Context: an optimization exercise on an open-source flow, tuned for a short achievable clock period and few clock cycles. The choices shown serve that exercise and are no tape-out recipe. Function was checked by simulation only, so behaviour that the tests miss may differ from the original. Power and IR drop assume default switching activity.

--- config.mk ---
export PLATFORM = sky130hd
export DESIGN_NAME = Sayeh
export DESIGN_NICKNAME = Sayeh
export VERILOG_FILES = /design/flow/design.v
export SDC_FILE = /design/flow/constraint.sdc
export NUM_CORES = 4
export LEC_CHECK = 0
export CAP_MARGIN = 20
export CORE_MARGIN = 2
export CORE_UTILIZATION = 40
export SLEW_MARGIN = 20
--- constraint.sdc ---
create_clock -name core_clock -period 13.0 [get_ports {clk}]
set_input_delay 2.6000 -clock core_clock [delete_from_list [all_inputs] [get_ports {clk}]]
set_output_delay 2.6000 -clock core_clock [all_outputs]
set_load 0.01 [all_outputs]
--- design.v ---
`timescale 1ns/100ps
module AddressLogic (
  PCside, Rside, Iside, ALout, ResetPC, PCplusI, PCplus1, RplusI, Rplus0
);
input [15:0] PCside;
input [15:0] Rside;
input [7:0] Iside;
input ResetPC;
input PCplusI;
input PCplus1;
input RplusI;
input Rplus0;
output [15:0] ALout;
reg [15:0] ALout;
  always @(PCside or Rside or Iside or ResetPC or PCplusI or PCplus1 or RplusI or Rplus0)
    case ({ResetPC, PCplusI, PCplus1, RplusI, Rplus0})
      5'b10000: ALout = 0;
      5'b01000: ALout = PCside + Iside;
      5'b00100: ALout = PCside + 1;
      5'b00010: ALout = Rside + Iside;
      5'b00001: ALout = Rside;
      default: ALout = PCside;
    endcase
endmodule
`timescale 1ns/100ps
module ProgramCounter (in, enable, clk, out);
input [15:0] in;
input enable;
input clk;
output [15:0] out;
reg [15:0] out;
  always @(posedge clk)
    if (enable) out <= in;
endmodule
`timescale 1ns/100ps
module AddressingUnit (
  Rside, Iside, Address, clk, ResetPC, PCplusI, PCplus1, RplusI, Rplus0, PCenable
);
input [15:0] Rside;
input [7:0] Iside;
input ResetPC;
input PCplusI;
input PCplus1;
input RplusI;
input Rplus0;
input PCenable;
input clk;
output [15:0] Address;
wire [15:0] PCout;
  ProgramCounter PC (Address, PCenable, clk, PCout);
  AddressLogic AL (PCout, Rside, Iside, Address, ResetPC, PCplusI, PCplus1, RplusI, Rplus0);
endmodule
`timescale 1ns/100ps
module ArithmeticUnit (
  A, B, 
  B15to0, AandB, AorB, notB, shlB, shrB, AaddB, AsubB, AmulB, AcmpB,  
  aluout, cin, zout, cout
);
input [15:0] A;
input [15:0] B;
input B15to0;
input AandB;
input AorB;
input notB;
input shlB;
input shrB;
input AaddB;
input AsubB;
input AmulB;
input AcmpB;
input cin;
output [15:0] aluout;
output zout;
output cout;
reg [15:0] aluout;
reg zout;
reg cout;
  always @(
    A or B or B15to0 or AandB or AorB or notB or shlB or shrB or AaddB or AsubB  or AmulB  or AcmpB or cin
  ) 
  begin
    zout = 0; cout = 0; aluout = 0;
    case ({B15to0, AandB, AorB, notB, shlB, shrB, AaddB, AsubB, AmulB, AcmpB})
      10'b1000000000:aluout = B;
      10'b0100000000: aluout = A & B;
      10'b0010000000:  aluout = A | B;
      10'b0001000000:  aluout = ~B;
      10'b0000100000:  aluout = {B[14:0], B[0]};
      10'b0000010000:  aluout = {B[15], B[15:1]};
      10'b0000001000: {cout, aluout} = A + B + cin;
      10'b0000000100:  {cout, aluout} = A - B - cin;
      10'b0000000010:  aluout = A[7:0] * B[7:0];
      10'b0000000001: begin
          aluout = A;
        if (A> B) cout = 1; else cout = 0;
        if (A==B) zout = 1; else zout = 0;
      end
      default: aluout = 0;
    endcase
    if (aluout == 0) zout = 1'b1;
    end
endmodule
`timescale 1ns/1ns
module RegisterFile (in, clk, Laddr, Raddr, Base, RFLwrite, RFHwrite, Lout, Rout);
input [15:0] in;
input clk;
input RFLwrite;
input RFHwrite;
input [1:0] Laddr;
input [1:0] Raddr;
input [5:0] Base;
output [15:0] Lout;
output [15:0] Rout;
reg [15:0] MemoryFile [0:63];  
wire [5:0] Laddress = Base + Laddr;
wire [5:0] Raddress = Base + Raddr;
assign Lout = MemoryFile [Laddress];
assign Rout = MemoryFile [Raddress];
  always @(posedge clk) begin
    if (RFLwrite) MemoryFile [Laddress][7:0] <= in [7:0];
    if (RFHwrite) MemoryFile [Laddress][15:8] <= in [15:8];
  end
endmodule
`timescale 1ns/100ps
module InstructionRegister (in, IRload, clk, out);
input [15:0] in;
input IRload;
input clk;
output [15:0] out;
reg [15:0] out;
  always @(posedge clk)
    if (IRload == 1) out <= in;
endmodule
`timescale 1ns/100ps
module StatusRegister (Cin, Zin, SRload, clk, Cset, Creset, Zset, Zreset, Cout, Zout);
input Cin;
input Zin;
input Cset;
input Creset;
input Zset;
input Zreset;
input SRload;
input clk;
output Cout;
output Zout;
reg Cout;
reg Zout;
  always @(posedge clk) 
    if (SRload == 1) begin
      Cout <= Cin;
      Zout <= Zin;
    end else if (Cset)
      Cout <= 1;
    else if (Creset)
      Cout <= 0;
    else if (Zset)
      Zout <= 1;
    else if (Zreset)
      Zout <= 0;
endmodule
`timescale 1ns/100ps
module WindowPointer (in, clk, WPreset, WPadd, out);
input [5:0] in;
input clk;
input WPreset;
input WPadd;
output [5:0] out;
reg [5:0] out;
  always @(posedge clk)
    if (WPreset == 1) out <= 0;
    else if (WPadd == 1) begin
      out <= out + in;
    end
endmodule
`timescale 1ns/100ps
module DataPath (
  clk, Addressbus, 
    ResetPC, PCplusI, PCplus1, RplusI, Rplus0,
    Rs_on_AddressUnitRSide, Rd_on_AddressUnitRSide, EnablePC,
    B15to0, AandB, AorB, notB, shlB, shrB, AaddB, AsubB, AmulB, AcmpB,
    RFLwrite, RFHwrite,
    WPreset, WPadd, IRload, SRload, 
    Address_on_Databus, ALU_on_Databus, IR_on_LOpndBus, IR_on_HOpndBus, RFright_on_OpndBus,
    Cset, Creset, Zset, Zreset, Shadow, 
    Instruction, Cout, Zout, Databus_in, Databus_out
);
input clk;
input [15:0] Databus_in;
output [15:0] Addressbus;
input ResetPC;
input PCplusI;
input PCplus1;
input RplusI;
input Rplus0;
input Rs_on_AddressUnitRSide;
input Rd_on_AddressUnitRSide;
input EnablePC;
input B15to0;
input AandB;
input AorB;
input notB;
input shlB;
input shrB;
input AaddB;
input AsubB;
input AmulB;
input AcmpB;
input RFLwrite;
input RFHwrite;
input WPreset;
input WPadd;
input IRload;
input SRload;
input Address_on_Databus;
input ALU_on_Databus;
input IR_on_LOpndBus;
input IR_on_HOpndBus;
input RFright_on_OpndBus;
input Cset;
input Creset;
input Zset;
input Zreset;
input Shadow;
output [15:0] Databus_out;
output [15:0] Instruction;
output Cout;
output Zout;
wire [15:0] Right, Left, OpndBus, IRout, Address, AddressUnitRSideBus, ALUout;
wire SRCin, SRZin, SRZout, SRCout;  
wire [5:0] WPout;
wire 
  ResetPC, PCplusI, PCplus1, RplusI, Rplus0,
  Rs_on_AddressUnitRSide, Rd_on_AddressUnitRSide, EnablePC,
  B15to0, AandB, AorB, notB, shlB, shrB, AaddB, AsubB, AmulB, AcmpB,
  RFHwrite,
  WPreset, WPadd, IRload, SRload, 
  Address_on_Databus, ALU_on_Databus, IR_on_LOpndBus, IR_on_HOpndBus, RFright_on_OpndBus,
  Cset, Creset, Zset, Zreset, Shadow;
wire [1:0] Raddr, Laddr;
wire [15:0]intermediateWire;
  AddressingUnit AU (
    AddressUnitRSideBus, IRout[7:0], Address, clk, ResetPC, PCplusI, PCplus1, RplusI, Rplus0, EnablePC
  );
  ArithmeticUnit AL (
    Left, OpndBus, B15to0, AandB, AorB, notB, shlB, shrB, AaddB, AsubB, AmulB, AcmpB,
    ALUout, SRCout, SRZin, SRCin
  );
  RegisterFile RF (
    intermediateWire, clk, Laddr, Raddr, WPout, RFLwrite, RFHwrite, Left, Right
  );
  InstructionRegister IR (intermediateWire, IRload, clk, IRout);
  StatusRegister SR (SRCin, SRZin, SRload, clk, Cset, Creset, Zset, Zreset, SRCout, SRZout);
  WindowPointer WP (IRout[5:0], clk, WPreset, WPadd, WPout);
  assign AddressUnitRSideBus = 
    (Rs_on_AddressUnitRSide) ? Right : (Rd_on_AddressUnitRSide) ? Left : 16'd 0;
  assign Addressbus = Address;
  assign intermediateWire = (Address_on_Databus) ? Address : (ALU_on_Databus) ? ALUout : Databus_in;
  assign Databus_out = (Address_on_Databus) ? Address : (ALU_on_Databus) ? ALUout : 16'd 0;
  assign OpndBus[7:0] = IR_on_LOpndBus == 1 ? IRout[7:0] :
						RFright_on_OpndBus == 1 ? Right[7:0] : 8'd 0;
  assign OpndBus[15:8] = IR_on_HOpndBus == 1 ? IRout[7:0] :
						RFright_on_OpndBus == 1 ? Right[15:8] : 8'd 0;
  assign Zout = SRZout;
  assign Cout = SRCout;
  assign Instruction = IRout[15:0];
  assign Laddr = (~Shadow) ? IRout[11:10] : IRout[3:2];
  assign Raddr = (~Shadow) ? IRout[09:08] : IRout[1:0];
endmodule
`timescale 1ns/100ps
module controller (
  ExternalReset, clk,
    ResetPC, PCplusI, PCplus1, RplusI, Rplus0,
    Rs_on_AddressUnitRSide, Rd_on_AddressUnitRSide, EnablePC, 
    B15to0, AandB, AorB, notB, shlB, shrB, AaddB, AsubB, AmulB, AcmpB,
    RFLwrite, RFHwrite,
    WPreset, WPadd, IRload, SRload, 
    Address_on_Databus, ALU_on_Databus, IR_on_LOpndBus, IR_on_HOpndBus, RFright_on_OpndBus,
    ReadMem, WriteMem, ReadIO, WriteIO, Cset, Creset, Zset, Zreset, Shadow,
  Instruction,
  Cflag, Zflag, memDataReady
);
input ExternalReset;
input clk;
input[15:0] Instruction;
input Cflag;
input Zflag;
input memDataReady;
output ResetPC;
output PCplusI;
output PCplus1;
output RplusI;
output Rplus0;
output Rs_on_AddressUnitRSide;
output Rd_on_AddressUnitRSide;
output EnablePC;
output B15to0;
output AandB;
output AorB;
output notB;
output shlB;
output shrB;
output AaddB;
output AsubB;
output AmulB;
output AcmpB;
output RFLwrite;
output RFHwrite;
output WPreset;
output WPadd;
output IRload;
output SRload;
output Address_on_Databus;
output ALU_on_Databus;
output IR_on_LOpndBus;
output IR_on_HOpndBus;
output RFright_on_OpndBus;
output ReadMem;
output WriteMem;
output ReadIO;
output WriteIO;
output Cset;
output Creset;
output Zset;
output Zreset;
output Shadow;
reg ResetPC;
reg PCplusI;
reg PCplus1;
reg RplusI;
reg Rplus0;
reg Rs_on_AddressUnitRSide;
reg Rd_on_AddressUnitRSide;
reg EnablePC;
reg B15to0;
reg AandB;
reg AorB;
reg notB;
reg shlB;
reg shrB;
reg AaddB;
reg AsubB;
reg AmulB;
reg AcmpB;
reg RFLwrite;
reg RFHwrite;
reg WPreset;
reg WPadd;
reg IRload;
reg SRload;
reg Address_on_Databus;
reg ALU_on_Databus;
reg IR_on_LOpndBus;
reg IR_on_HOpndBus;
reg RFright_on_OpndBus;
reg ReadMem;
reg WriteMem;
reg ReadIO;
reg WriteIO;
reg Cset;
reg Creset;
reg Zset;
reg Zreset;
reg Shadow;
reg[3:0] Pstate, Nstate;
reg Regd_MemDataReady;
wire ShadowEn = ~(Instruction[7:0] == 8'b00001111);
  always @ (Instruction or Pstate or ExternalReset or Cflag or Zflag or Regd_MemDataReady)
  begin    
    ResetPC 			   = 1'b0;
    PCplusI 			   = 1'b0;
    PCplus1 			   = 1'b0;
    RplusI 				   = 1'b0;
    Rplus0  			   = 1'b0;
    EnablePC 			   = 1'b0;
    B15to0 				   = 1'b0;
    AandB 				   = 1'b0;
    AorB 				   = 1'b0;
    notB 				   = 1'b0;
    shrB 				   = 1'b0;
    shlB 				   = 1'b0;
    AaddB  				   = 1'b0;
    AsubB 				   = 1'b0;
    AmulB  				   = 1'b0;
    AcmpB  				   = 1'b0;
    RFLwrite			   = 1'b0;
    RFHwrite 			   = 1'b0;
    WPreset				   = 1'b0;
    WPadd				   = 1'b0;
    IRload 				   = 1'b0;
    SRload  			   = 1'b0;
    Address_on_Databus 	   = 1'b0;
    ALU_on_Databus 		   = 1'b0;
    IR_on_LOpndBus 		   = 1'b0;
    IR_on_HOpndBus		   = 1'b0;
    RFright_on_OpndBus 	   = 1'b0;
    ReadMem 			   = 1'b0;
    WriteMem 			   = 1'b0;
    ReadIO 				   = 1'b0;
    WriteIO 			   = 1'b0;
    Shadow				   = 1'b0;
    Cset				   = 1'b0;
    Creset				   = 1'b0;
    Zset				   = 1'b0;
    Zreset				   = 1'b0;
    Rs_on_AddressUnitRSide = 1'b0;
    Rd_on_AddressUnitRSide = 1'b0;
    case (Pstate)
    4'b0000 :  
      if(ExternalReset == 1'b1) begin
        WPreset = 1'b1;
        ResetPC = 1'b1;
        EnablePC=1'b1;
        Creset = 1'b1;
        Zreset = 1'b1;
        Nstate = 4'b0000;
      end
      else
        Nstate = 4'b0010;
    4'b0001 :  
      if(ExternalReset == 1'b1)
        Nstate = 4'b0010;
      else
        Nstate = 4'b0001;
    4'b0010 :  
      if(ExternalReset == 1'b1)
        Nstate = 4'b0000;
      else begin
        ReadMem = 1'b1;
        Nstate = 4'b0011;
      end 
    4'b0011 :  
      if(ExternalReset == 1'b1)
        Nstate = 4'b0000;
      else begin
        if (Regd_MemDataReady == 1'b0) begin
          ReadMem = 1'b1;
          Nstate = 4'b0011;
        end
        else begin   
          ReadMem = 1'b1;
          IRload = 1'b1;   
          Nstate = 4'b0100;
        end
      end
    4'b0100 :  
      if(ExternalReset == 1'b1)
        Nstate = 4'b0000;
      else begin
        case (Instruction[15:12])
        4'b0000 :
          case (Instruction[11:8]) 
          4'b0000 :
            if (ShadowEn==1'b1)  
              Nstate = 4'b0101;
            else begin
              PCplus1 = 1'b1;
              EnablePC=1'b1;
              Nstate = 4'b0010;
            end
          4'b0001 :
            Nstate = 4'b0001;
          4'b0010 : begin
            Zset = 1'b1;
            if (ShadowEn==1'b1)  
              Nstate = 4'b0101;
            else begin
              PCplus1 = 1'b1;
              EnablePC=1'b1;
              Nstate = 4'b0010; 
            end
          end
          4'b0011 : begin
            Zreset = 1'b1;
            if (ShadowEn==1'b1)  
              Nstate = 4'b0101;
            else begin
              PCplus1 = 1'b1;
              EnablePC=1'b1;
              Nstate = 4'b0010; 
            end
          end
          4'b0100 : begin
            Cset = 1'b1;
            if (ShadowEn==1'b1)  
              Nstate = 4'b0101;
            else begin
              PCplus1 = 1'b1;
              EnablePC=1'b1;
              Nstate = 4'b0010; 
            end
          end
          4'b0101 : begin
            Creset = 1'b1;
            if (ShadowEn==1'b1)  
              Nstate = 4'b0101;
            else begin
              PCplus1 = 1'b1;
              EnablePC=1'b1;
              Nstate = 4'b0010; 
            end
          end
          4'b0110 : begin
            WPreset = 1'b1;
            if (ShadowEn==1'b1)  
              Nstate = 4'b0101;
            else begin
              PCplus1 = 1'b1;
              EnablePC=1'b1;
              Nstate = 4'b0010; 
            end
          end
          4'b0111 : begin
            PCplusI = 1'b1;
            EnablePC=1'b1;
            Nstate = 4'b0010;
          end
          4'b1000 : begin
            if(Zflag == 1'b1) begin
              PCplusI = 1'b1;
              EnablePC=1'b1;
            end
            else begin
              PCplus1 = 1'b1;
              EnablePC=1'b1;
            end
            Nstate = 4'b0010;
          end
          4'b1001 : begin
            if(Cflag == 1'b1) begin 
              PCplusI = 1'b1;
              EnablePC=1'b1;
            end
            else begin
              PCplus1 = 1'b1;
              EnablePC=1'b1;
            end  
            Nstate = 4'b0010;
          end
          4'b1010 : begin
            PCplus1 = 1'b1;
            EnablePC = 1'b1;
            WPadd = 1'b1;
            Nstate = 4'b0010;
          end
          default: begin
            PCplus1 = 1'b1;
            EnablePC = 1'b1;
            Nstate = 4'b0010;
          end
          endcase
        4'b0001 : begin
          RFright_on_OpndBus = 1'b1;
          B15to0 = 1'b1;
          ALU_on_Databus = 1'b1;
          RFLwrite = 1'b1;
          RFHwrite = 1'b1;
          SRload = 1'b1;
          if (ShadowEn==1'b1)  
            Nstate = 4'b0101;
          else begin
            PCplus1 = 1'b1;
            EnablePC=1'b1;
            Nstate = 4'b0010; 
          end
        end
        4'b0010 : begin
          Rplus0 = 1'b1;
          Rs_on_AddressUnitRSide = 1'b1;
          ReadMem = 1'b1;
            RFLwrite = 1'b1;
            RFHwrite = 1'b1;
          Nstate = 4'b0110;
        end
        4'b0011 : begin
          Rplus0 = 1'b1;
          Rd_on_AddressUnitRSide = 1'b1;
          RFright_on_OpndBus = 1'b1;
          B15to0 = 1'b1;
          ALU_on_Databus = 1'b1;
          WriteMem = 1'b1;
            Nstate = 4'b1001;
        end
        4'b0100 : begin
          Rplus0 = 1'b1;
          Rs_on_AddressUnitRSide = 1'b1;
          ReadIO = 1'b1;
          RFLwrite = 1'b1;
          RFHwrite = 1'b1;
          SRload = 1'b1;
          if (ShadowEn==1'b1)  
            Nstate = 4'b0101;
          else
            Nstate = 4'b1000; 
        end
        4'b0101 : begin
          Rplus0 = 1'b1;
          Rd_on_AddressUnitRSide = 1'b1;
          B15to0 = 1'b1;
          ALU_on_Databus = 1'b1;
          RFright_on_OpndBus = 1'b1;
          WriteIO = 1'b1;
          if (ShadowEn==1'b1)  
            Nstate = 4'b0101;
          else
            Nstate = 4'b1000; 
        end
        4'b0110 : begin
          RFright_on_OpndBus = 1'b1;
          AandB = 1'b1;
          ALU_on_Databus = 1'b1;
          RFLwrite = 1'b1;
          RFHwrite = 1'b1;
          SRload = 1'b1;
          if (ShadowEn==1'b1)  
            Nstate = 4'b0101;
          else begin
            PCplus1 = 1'b1;
            EnablePC=1'b1;
            Nstate = 4'b0010; 
          end
        end
        4'b0111 : begin
          RFright_on_OpndBus = 1'b1;
          AorB = 1'b1;
          ALU_on_Databus = 1'b1;
          RFLwrite = 1'b1;
          RFHwrite = 1'b1;
          SRload = 1'b1;
          if (ShadowEn==1'b1)  
            Nstate = 4'b0101;
          else begin
            PCplus1 = 1'b1;
            EnablePC=1'b1;
            Nstate = 4'b0010; 
          end
        end
        4'b1000 : begin
          RFright_on_OpndBus = 1'b1;
          notB = 1'b1;
          ALU_on_Databus = 1'b1;
          RFLwrite = 1'b1;
          RFHwrite = 1'b1;
          SRload = 1'b1;
          if (ShadowEn==1'b1)
            Nstate = 4'b0101;
          else begin
            PCplus1 = 1'b1;
            EnablePC=1'b1;
            Nstate = 4'b0010; 
          end
        end
        4'b1001 : begin
          RFright_on_OpndBus = 1'b1;
          shlB = 1'b1;
          ALU_on_Databus = 1'b1;
          RFLwrite = 1'b1;
          RFHwrite = 1'b1;
          SRload = 1'b1;
          if (ShadowEn==1'b1)  
            Nstate = 4'b0101;
          else begin
            PCplus1 = 1'b1;
            EnablePC=1'b1;
            Nstate = 4'b0010; 
          end
        end
        4'b1010 : begin
          RFright_on_OpndBus = 1'b1;
          shrB = 1'b1;
          ALU_on_Databus = 1'b1;
          RFLwrite = 1'b1;
          RFHwrite = 1'b1;
          SRload = 1'b1;
          if (ShadowEn==1'b1)  
            Nstate = 4'b0101;
          else begin
            PCplus1 = 1'b1;
            EnablePC=1'b1;
            Nstate = 4'b0010; 
          end
        end
        4'b1011 : begin
          RFright_on_OpndBus = 1'b1;
          AaddB = 1'b1;
          ALU_on_Databus = 1'b1;
          RFLwrite = 1'b1;
          RFHwrite = 1'b1;
          SRload = 1'b1;
          if (ShadowEn==1'b1)  
            Nstate = 4'b0101;
          else begin
            PCplus1 = 1'b1;
            EnablePC=1'b1;
            Nstate = 4'b0010; 
          end
        end
        4'b1100 : begin
          RFright_on_OpndBus = 1'b1;
          AsubB = 1'b1;
          ALU_on_Databus = 1'b1;
          RFLwrite = 1'b1;
          RFHwrite = 1'b1;
          SRload = 1'b1;
          if (ShadowEn==1'b1)  
            Nstate = 4'b0101;
          else begin
            PCplus1 = 1'b1;
            EnablePC=1'b1;
            Nstate = 4'b0010; 
          end
        end
        4'b1101 : begin
          RFright_on_OpndBus = 1'b1;
          AmulB = 1'b1;
          ALU_on_Databus = 1'b1;
          RFLwrite = 1'b1;
          RFHwrite = 1'b1;
          SRload = 1'b1;
          if (ShadowEn==1'b1)  
            Nstate = 4'b0101;
          else begin
            PCplus1 = 1'b1;
            EnablePC=1'b1;
            Nstate = 4'b0010; 
          end
        end
        4'b1110 : begin
          RFright_on_OpndBus = 1'b1;
          AcmpB = 1'b1;
          SRload = 1'b1;
          if (ShadowEn==1'b1)  
            Nstate = 4'b0101;
          else begin
            PCplus1 = 1'b1;
            EnablePC=1'b1;
            Nstate = 4'b0010; 
          end
        end
        4'b1111 :
          case (Instruction[9: 8]) 
          2'b00 : begin
            IR_on_LOpndBus = 1'b1;
            ALU_on_Databus = 1'b1;
            B15to0 = 1'b1;
            RFLwrite = 1'b1;
            SRload = 1'b1;
            PCplus1 = 1'b1;
            EnablePC=1'b1;
            Nstate = 4'b0010;
          end
          2'b01 : begin
            IR_on_HOpndBus = 1'b1;
            ALU_on_Databus = 1'b1;
            B15to0 = 1'b1;
            RFHwrite = 1'b1;
            SRload = 1'b1;
            PCplus1 = 1'b1;
            EnablePC=1'b1;
            Nstate = 4'b0010;
          end
          2'b10 : begin
            PCplusI = 1'b1;
            Address_on_Databus = 1'b1;
            RFLwrite = 1'b1;
            RFHwrite = 1'b1;
		   Nstate = 4'b1000;  
          end
          2'b11 : begin
            Rd_on_AddressUnitRSide = 1'b1;
            RplusI = 1'b1;
            EnablePC=1'b1;
            Nstate = 4'b0010; 
          end
          default:
            Nstate = 4'b0010;
          endcase
        default :
          Nstate = 4'b0010;
        endcase
      end 
    4'b0110 : 
      if(ExternalReset == 1'b1)
        Nstate = 4'b0000;
      else begin
        if (Regd_MemDataReady == 1'b0) begin
          Rplus0 = 1'b1;
          Rs_on_AddressUnitRSide = 1'b1;
          ReadMem = 1'b1;
           RFLwrite = 1'b1;
            RFHwrite = 1'b1;
            Nstate = 4'b0110;
        end
        else begin  
          if (ShadowEn==1'b1)  
            Nstate = 4'b0101;
          else begin
            PCplus1 = 1'b1;
            EnablePC=1'b1;
            Nstate = 4'b0010;
          end
        end
      end
    4'b1001 :
     if (ExternalReset ==1'b1) 
            Nstate = 4'b0000;
     else begin
       if (Regd_MemDataReady == 1'b0) begin
             Rplus0 = 1'b1;
             Rd_on_AddressUnitRSide = 1'b1;
             RFright_on_OpndBus = 1'b1;
             B15to0 = 1'b1;
             ALU_on_Databus = 1'b1;
             WriteMem = 1'b1;
             Nstate = 4'b1001;
        end
        else begin  
         if (ShadowEn == 1'b1)
              Nstate = 4'b0101;
         else
            Nstate = 4'b1000; 
        end
    end
    4'b0101 : begin  
      Shadow=1'b1;
      if(ExternalReset == 1'b1)
        Nstate = 4'b0000;
      else begin
        case (Instruction[7:4])
        4'b0000 :
          case (Instruction[3: 0]) 
          4'b0001 :
            Nstate = 4'b0001;
          4'b0010 : begin
            Zset = 1'b1;
            PCplus1 = 1'b1;
            EnablePC = 1'b1;
            Nstate = 4'b0010;
          end
          4'b0011 : begin
            Zreset = 1'b1;
            PCplus1 = 1'b1;
            EnablePC = 1'b1;
            Nstate = 4'b0010; 
          end
          4'b0100 : begin
            Cset = 1'b1;
            PCplus1 = 1'b1;
            EnablePC = 1'b1;
            Nstate = 4'b0010; 
          end
          4'b0101 : begin
            Creset = 1'b1;
            PCplus1 = 1'b1;
            EnablePC = 1'b1;
            Nstate = 4'b0010; 
          end
          4'b0110 : begin
            WPreset = 1'b1;
            PCplus1 = 1'b1;
            EnablePC = 1'b1;
            Nstate = 4'b0010; 
          end
          default : begin
            PCplus1 = 1'b1;
            EnablePC = 1'b1;
            Nstate = 4'b0010;
          end
          endcase
        4'b0001 : begin
          RFright_on_OpndBus = 1'b1;
          B15to0 = 1'b1;
          ALU_on_Databus = 1'b1;
          RFLwrite = 1'b1;
          RFHwrite = 1'b1;
          SRload = 1'b1;
          PCplus1 = 1'b1;
          EnablePC = 1'b1;
          Nstate = 4'b0010; 
        end
        4'b0010 : begin
          Rplus0 = 1'b1;
          Rs_on_AddressUnitRSide = 1'b1;
          ReadMem = 1'b1;
           RFLwrite = 1'b1;
            RFHwrite = 1'b1;
          Nstate = 4'b0111;
        end
        4'b0011 : begin
          Rplus0 = 1'b1;
          Rd_on_AddressUnitRSide = 1'b1;
          RFright_on_OpndBus = 1'b1;
          B15to0 = 1'b1;
          ALU_on_Databus = 1'b1;
          WriteMem = 1'b1;
          Nstate = 4'b1010; 
        end
        4'b0100 : begin
          Rplus0 = 1'b1;
          Rs_on_AddressUnitRSide = 1'b1;
          ReadIO = 1'b1;
          RFLwrite = 1'b1;
          RFHwrite = 1'b1;
          SRload = 1'b1;
          Nstate = 4'b1000; 
        end
        4'b0101 : begin
          Rplus0 = 1'b1;
          Rd_on_AddressUnitRSide = 1'b1;
          B15to0 = 1'b1;
          ALU_on_Databus = 1'b1;
          RFright_on_OpndBus = 1'b1;
          WriteIO = 1'b1;
          Nstate = 4'b1000; 
        end
        4'b0110 : begin
          RFright_on_OpndBus = 1'b1;
          AandB = 1'b1;
          ALU_on_Databus = 1'b1;
          RFLwrite = 1'b1;
          RFHwrite = 1'b1;
          SRload = 1'b1;
          PCplus1 = 1'b1;
          EnablePC = 1'b1;
          Nstate = 4'b0010; 
        end
        4'b0111 : begin
          RFright_on_OpndBus = 1'b1;
          AorB = 1'b1;
          ALU_on_Databus = 1'b1;
          RFLwrite = 1'b1;
          RFHwrite = 1'b1;
          SRload = 1'b1;
          PCplus1 = 1'b1;
          EnablePC = 1'b1;
          Nstate = 4'b0010; 
        end
        4'b1000 : begin
          RFright_on_OpndBus = 1'b1;
          notB = 1'b1;
          ALU_on_Databus = 1'b1;
          RFLwrite = 1'b1;
          RFHwrite = 1'b1;
          SRload = 1'b1;
          PCplus1 = 1'b1;
          EnablePC = 1'b1;
          Nstate = 4'b0010; 
        end
        4'b1001 : begin
          RFright_on_OpndBus = 1'b1;
          shlB = 1'b1;
          ALU_on_Databus = 1'b1;
          RFLwrite = 1'b1;
          RFHwrite = 1'b1;
          SRload = 1'b1;
          PCplus1 = 1'b1;
          EnablePC = 1'b1;
          Nstate = 4'b0010; 
        end
        4'b1010 : begin
          RFright_on_OpndBus = 1'b1;
          shrB = 1'b1;
          ALU_on_Databus = 1'b1;
          RFLwrite = 1'b1;
          RFHwrite = 1'b1;
          SRload = 1'b1;
          PCplus1 = 1'b1;
          EnablePC = 1'b1;
          Nstate = 4'b0010; 
        end
        4'b1011 : begin
          RFright_on_OpndBus = 1'b1;
          AaddB = 1'b1;
          ALU_on_Databus = 1'b1;
          RFLwrite = 1'b1;
          RFHwrite = 1'b1;
          SRload = 1'b1;
          PCplus1 = 1'b1;
          EnablePC = 1'b1;
          Nstate = 4'b0010; 
        end
        4'b1100 : begin
          RFright_on_OpndBus = 1'b1;
          AsubB = 1'b1;
          ALU_on_Databus = 1'b1;
          RFLwrite = 1'b1;
          RFHwrite = 1'b1;
          SRload = 1'b1;
          PCplus1 = 1'b1;
          EnablePC = 1'b1;
          Nstate = 4'b0010; 
        end
        4'b1101 : begin
          RFright_on_OpndBus = 1'b1;
          AmulB = 1'b1;
          ALU_on_Databus = 1'b1;
          RFLwrite = 1'b1;
          RFHwrite = 1'b1;
          SRload = 1'b1;
          PCplus1 = 1'b1;
          EnablePC = 1'b1;
          Nstate = 4'b0010; 
        end
        4'b1110 : begin
          RFright_on_OpndBus = 1'b1;
          AcmpB = 1'b1;
          SRload = 1'b1;
          PCplus1 = 1'b1;
          EnablePC = 1'b1;
          Nstate = 4'b0010; 
        end
        default:
          Nstate = 4'b0010;
        endcase
      end
    end
    4'b0111 : begin
      Shadow=1'b1;
      if(ExternalReset == 1'b1)
        Nstate = 4'b0000;
      else begin
        if (Regd_MemDataReady == 1'b0) begin
          Rplus0 = 1'b1;
          Rs_on_AddressUnitRSide = 1'b1;
          ReadMem = 1'b1;
            RFLwrite = 1'b1;
            RFHwrite = 1'b1;
          Nstate = 4'b0111;
        end
        else begin   
          PCplus1 = 1'b1;
          EnablePC = 1'b1;
          Nstate = 4'b0010;
        end
      end
    end
    4'b1010 : begin
     Shadow = 1'b1;
     if (ExternalReset == 1'b1) 
            Nstate = 4'b0000;
     else begin
       if (Regd_MemDataReady == 1'b0) begin
             Rplus0 = 1'b1;
             Rd_on_AddressUnitRSide = 1'b1;
             RFright_on_OpndBus = 1'b1;
             B15to0 = 1'b1;
             ALU_on_Databus = 1'b1;
             WriteMem = 1'b1;
             Nstate = 4'b1001;
        end
        else begin  
             Nstate = 4'b1000; 
        end
      end
    end
    4'b1000 : begin
      PCplus1 = 1'b1;
      EnablePC = 1'b1;
      Nstate = 4'b0010;
    end
    default:  Nstate = 4'b0000;
    endcase
  end
  always @ (posedge clk) begin
    Regd_MemDataReady <= memDataReady;
    Pstate <= Nstate;
  end
endmodule
`timescale 1ns/100ps
module Sayeh (
  clk,
  ReadMem, WriteMem, ReadIO, WriteIO,
  Addressbus,
  ExternalReset, MemDataready, Databus_in, Databus_out
);
input clk;
output ReadMem;
output WriteMem;
output ReadIO;
output WriteIO;
input [15: 0] Databus_in;
output [15: 0] Databus_out;
output [15: 0] Addressbus;
input ExternalReset;
input MemDataready;
reg [49:0] temp;
wire[15:0] Instruction;
wire
  ResetPC, PCplusI, PCplus1, RplusI, Rplus0,
  Rs_on_AddressUnitRSide, Rd_on_AddressUnitRSide, EnablePC,
  B15to0, AandB, AorB, notB, shlB, shrB, AaddB, AsubB, AmulB, AcmpB,
  RFHwrite, RFLwrite, 
  WPreset, WPadd, IRload, SRload, 
  Address_on_Databus, ALU_on_Databus, IR_on_LOpndBus, IR_on_HOpndBus, RFright_on_OpndBus,
  Cset, Creset, Zset, Zreset, Shadow,
  Cflag, Zflag;  
  DataPath dp (
    clk, Addressbus, ResetPC, PCplusI, PCplus1, RplusI, Rplus0,
    Rs_on_AddressUnitRSide, Rd_on_AddressUnitRSide, EnablePC,
    B15to0, AandB, AorB, notB, shlB, shrB, AaddB, AsubB, AmulB, AcmpB,
    RFLwrite, RFHwrite,
    WPreset, WPadd, IRload, SRload, 
    Address_on_Databus, ALU_on_Databus, IR_on_LOpndBus, IR_on_HOpndBus, RFright_on_OpndBus,
    Cset, Creset, Zset, Zreset, Shadow,
    Instruction, Cflag, Zflag, Databus_in, Databus_out
  );
  controller ctrl (
    ExternalReset, clk,
    ResetPC, PCplusI, PCplus1, RplusI, Rplus0, 
    Rs_on_AddressUnitRSide, Rd_on_AddressUnitRSide, EnablePC, 
    B15to0, AandB, AorB, notB, shlB, shrB, AaddB, AsubB, AmulB, AcmpB,
    RFLwrite, RFHwrite,
    WPreset, WPadd,IRload, SRload, 
    Address_on_Databus, ALU_on_Databus, IR_on_LOpndBus, IR_on_HOpndBus, RFright_on_OpndBus,
    ReadMem, WriteMem,ReadIO, WriteIO, Cset, Creset, Zset, Zreset, Shadow, 
    Instruction, Cflag, Zflag, MemDataready
  );
endmodule 
--- run.sh ---
#!/bin/bash
# synth_recipe.tcl (not shown) runs the flow's synth.tcl, then flattens the netlist and writes it again
# the make line also repeats each setting of config.mk as NAME=value (left out here)
make -C /OpenROAD-flow-scripts/flow DESIGN_CONFIG=/design/flow/config.mk WORK_HOME=/design/flow/orfs CLKGATE_MAP_FILE= SYNTH_SCRIPT=/design/flow/synth_recipe.tcl finish
==> metrics.yaml <==
run_status: "finished clean"
synth-simple-area-share: 0.114
area_growth_syn_to_layout_pct: 14.6
critical_path_source_type: "flip-flop"
vias_per_inst: 6.52
worstPathArrival_ns: 10.15
grt_start_max_net_pins: 109
max-clock-path-buffers: 3
io_buffer_count: 54
crit_path_frequent_cell: "buf_4"
synth_seq_area_share: 0.532
tritoncts: "yes"
hold_fix_buffers_cts: 0
slew_violations: 0
wirelength_um: 230000
ys_ff_latch: 1069
post_synth_inst_count: 4767
endpoint_kind: "output pin"
drt_first_iter_violations: 6893
h-tree-depth: 3
grtUsageTotal: 0.294
initial_utilization: 0.402
crit_type: "flip-flop to output pin"
final.hold.worst_slack_ns: 0.610
combinational_family_with_the_most_area_after_synthesis: "multiplexers"
netlist.top_cell.by_area: "edfxtp_1"
gr-total-overflow: 0
first_pass_grt_wire_length_um: 324000
ys.flop_type: "edfxtp_1"
area_of_the_mapped_netlist_mm2: 0.0602
post_synth_main_area_contributors: "edfxtp_1 (53%), mux4_2 (11%), nand2_1 (3.9%)"
place_hpwl_um: 158000
crit_path_max_incr_delay_ns: 0.57
via_count_of_the_first_global_routing_pass: 43905
max_slew_margin: 0.203
synth_fa_ha_area_frac: 0.0427
cap_viol_max_count: 0
drt.antenna.violating_nets: 0
detailroute.via_count: 46154
fin_crit_ns: 12.75
globalplace.congestion: 1.01
clk_root_buffer_cell: "clkbuf_16"
fraction_of_synthesized_cell_area_in_xor_and_xnor_cells: 0.0102
cts.reportedPaths.clkPinSlew_ns: 0.06
placement_rows: 142
p_per_area_mw_per_mm2: 120
unrepaired_setup_endpoints_after_global_routing: "false"
sinks_on_the_clock_net: 1069
syn_area_per_cell_um2: 12.6
leakagePower_nw: 23.4
synth-compound-area-share: 0.107
die_height_um: 392
wl_per_cell_um: 32.5
synth.top_cell.area_share: 0.528
ys_warns: 8
setup-violations-final: 0
hold_violations: 0
grt_antenna_before_repair: 8
crit_slowest_cell: "mux4_2"
worst_skew_pair.late_latency_ns: 0.80
final_nets: 5170
total_power_mw: 8.30
power.ir.vdd_worst_mv: 0.116
dieArea_mm2: 0.154
post_route_cells_drive_above_1_share: 0.198
worst_slew_pin_slew_ns: 1.20
asyncSetResetFlopFracSynth: 0
dr.pass1.iters: 6
core_area_mm2: 0.150
remaining_drc_errors: 0
worst_ep_required_time_ns: 10.40
horizontal_die_dimension_um: 392
clock-skew-final_ns: 0.0728
tritoncts.num_buffers: 110
synth_nets: 4965
synth_mux_area_frac: 0.155
yosys.cell_types.count: 112
n_fill_cell: 13355
fin_crit_sh: 0.981
pin_count: 55
hold_path_class: "flip-flop to flip-flop"
synth_edf_count: 1058
achievable-frequency_mhz: 78.4
critical_path_peak_fanout: 12
-- power by group --
group	switching, mW	internal, mW
registers	0.0246	3.84
clock network	1.43	1.74
logic	0.801	0.466
total	2.26	6.04
-- layout make-up --
cell class | instances | area (um2) | share of cell area
Multi-Input combinational cell | 3219 | 26400 | 0.383
Clock buffer | 131 | 2860 | 0.0415
Clock inverter | 71 | 698 | 0.0101
Inverter | 143 | 544 | 0.00789
Sequential cell | 1069 | 32000 | 0.464
Tap cell | 2016 | 2520 | 0.0366
Antenna cell | 4 | 10.0 | 0.000145
Timing Repair Buffer | 429 | 3920 | 0.0568
-- metrics by stage --
step	instances	utilization	TNS [ns]	worst slack [ns]	instance area, um2
2_1_floorplan	4767	-	0	1.30	60200
3_3_place_gp	6833	0.431	-0.0886	-0.0794	64400
3_5_place_dp	6833	0.431	-0.629	-0.258	64400
4_1_cts	7059	0.458	0	0.0323	68600
5_1_grt	7080	0.461	0	0.00777	69000
6_report	7082	0.461	0	0.246	69000
-- timing repair --
item | in CTS | in global routing
gates cloned | 3 | 2
setup buffers | 21 | 17
setup endpoints to repair | 8 | 9
pin swaps | 13 | 16
resized for setup | 55 | 51
-- Yosys cell counts (all sizes together), types with 74 or more instances --
cell / instances
a21oi: 150
buf: 215
clkbuf: 121
edfxtp: 1058
ha: 135
inv: 140
mux2i: 223
mux4: 301
nand2: 626
nand3: 186
nor2: 326
nor3: 127
o21ai: 153
o22ai: 74
-- cells in the final DEF (no fill, tap or decap), types with 30 or more instances in the layout --
master           count
edfxtp_1          1058
buf_4              331
clkinv_1            39
a32oi_1             40
fa_1                42
a22oi_1             35
or3_1               42
mux2_2              30
and3_1              30
ha_1               132
inv_1              135
a31oi_1             56
mux4_2             301
nand2_1            623
nor3_1             121
clkdlybuf4s50_1     48
nor2_1             317
o21ai_0            134
clkbuf_16          113
a21oi_1            143
o221ai_1            54
a211oi_1            30
nand3_1            184
mux2i_1            218
o22ai_1             71
-- cell families (layout without fill, tap and decap cells) --
family,count (synthesis),count (layout)
simple gates,1516,1516
other cells,0,4
mux,554,554
compound gates,911,911
xor+xnor,59,59
fa+ha+maj,179,179
buf+inv,479,774
flops,1069,1069
-- path summary, 6_finish.rpt --
kind | from | to | slack, ns | cells past startpoint
max reg2reg | ctrl.Pstate[3] | dp.SR.Zout | 2.78 | 40
min | dp.WP.out[1] | dp.WP.out[1] | 0.61 | 2
min reg2reg | dp.WP.out[1] | dp.WP.out[1] | 0.61 | 2
max | ctrl.Pstate[3] | Databus_out[14] | 0.25 | 39
-- state kept, by name, indices dropped and copies added (netlist names) --
register                cells
dp.SR.Cout                  1
ctrl.Pstate                 4
dp.SR.Zout                  1
dp.IR.out                  16
dp.RF.MemoryFile         1024
dp.WP.out                   6
dp.AU.PC.out               16
ctrl.Regd_MemDataReady      1
-- layer usage --
metal / global-route usage / vias to the layer above / share of wire
li1: - / 19043 / -
met1: 0.389 / 23194 / 0.38
met2: 0.448 / 3188 / 0.44
met3: 0.0689 / 719 / 0.12
met4: 0.161 / 10 / 0.064
met5: 0 / - / 0.00033
-- worst max-delay path: cells and delay by family (launching register included) --
kind,cells,cell delay [ns]
adders and majority gates,7,3.01
AOI/OAI and AO/OA,11,2.09
buffers and inverters,11,1.87
muxes,2,0.83
and+or+nand+nor,6,0.82
xor gates and xnor gates,2,0.37
DFF,1,0.32
Testbench counts, summed over its fixed seeds: cycles 68,670.

-- port drivers added, routing unchanged --
How much do the figures lean on ideal ports? The routed layout below was timed once more, with nothing changed but the port constraints. Step 1 assumes that a clkbuf_16 drives the clock port and a buf_2 every other input. Step 2 adds t to the input delays and takes it off the output delays; t is the mean of the earliest and latest rising clock arrival at the registers after step 1. Input paths then give back, and output paths get back, about the clock's delay inside the block. Slacks: ideal / step 1 / step 2; pairs: ideal / step 1.
t (ns): 0.848
slack for setup (ns): 0.246 / 0.162 / 0.444
latest minus earliest clock arrival (ns): 0.072 / 0.073
worst register clock-pin slew, ns: 0.07 / 0.07
After both steps setup and hold are still met in this run. The setup slack of this run moves by -0.084 ns with the drivers and by +0.198 ns with both steps.
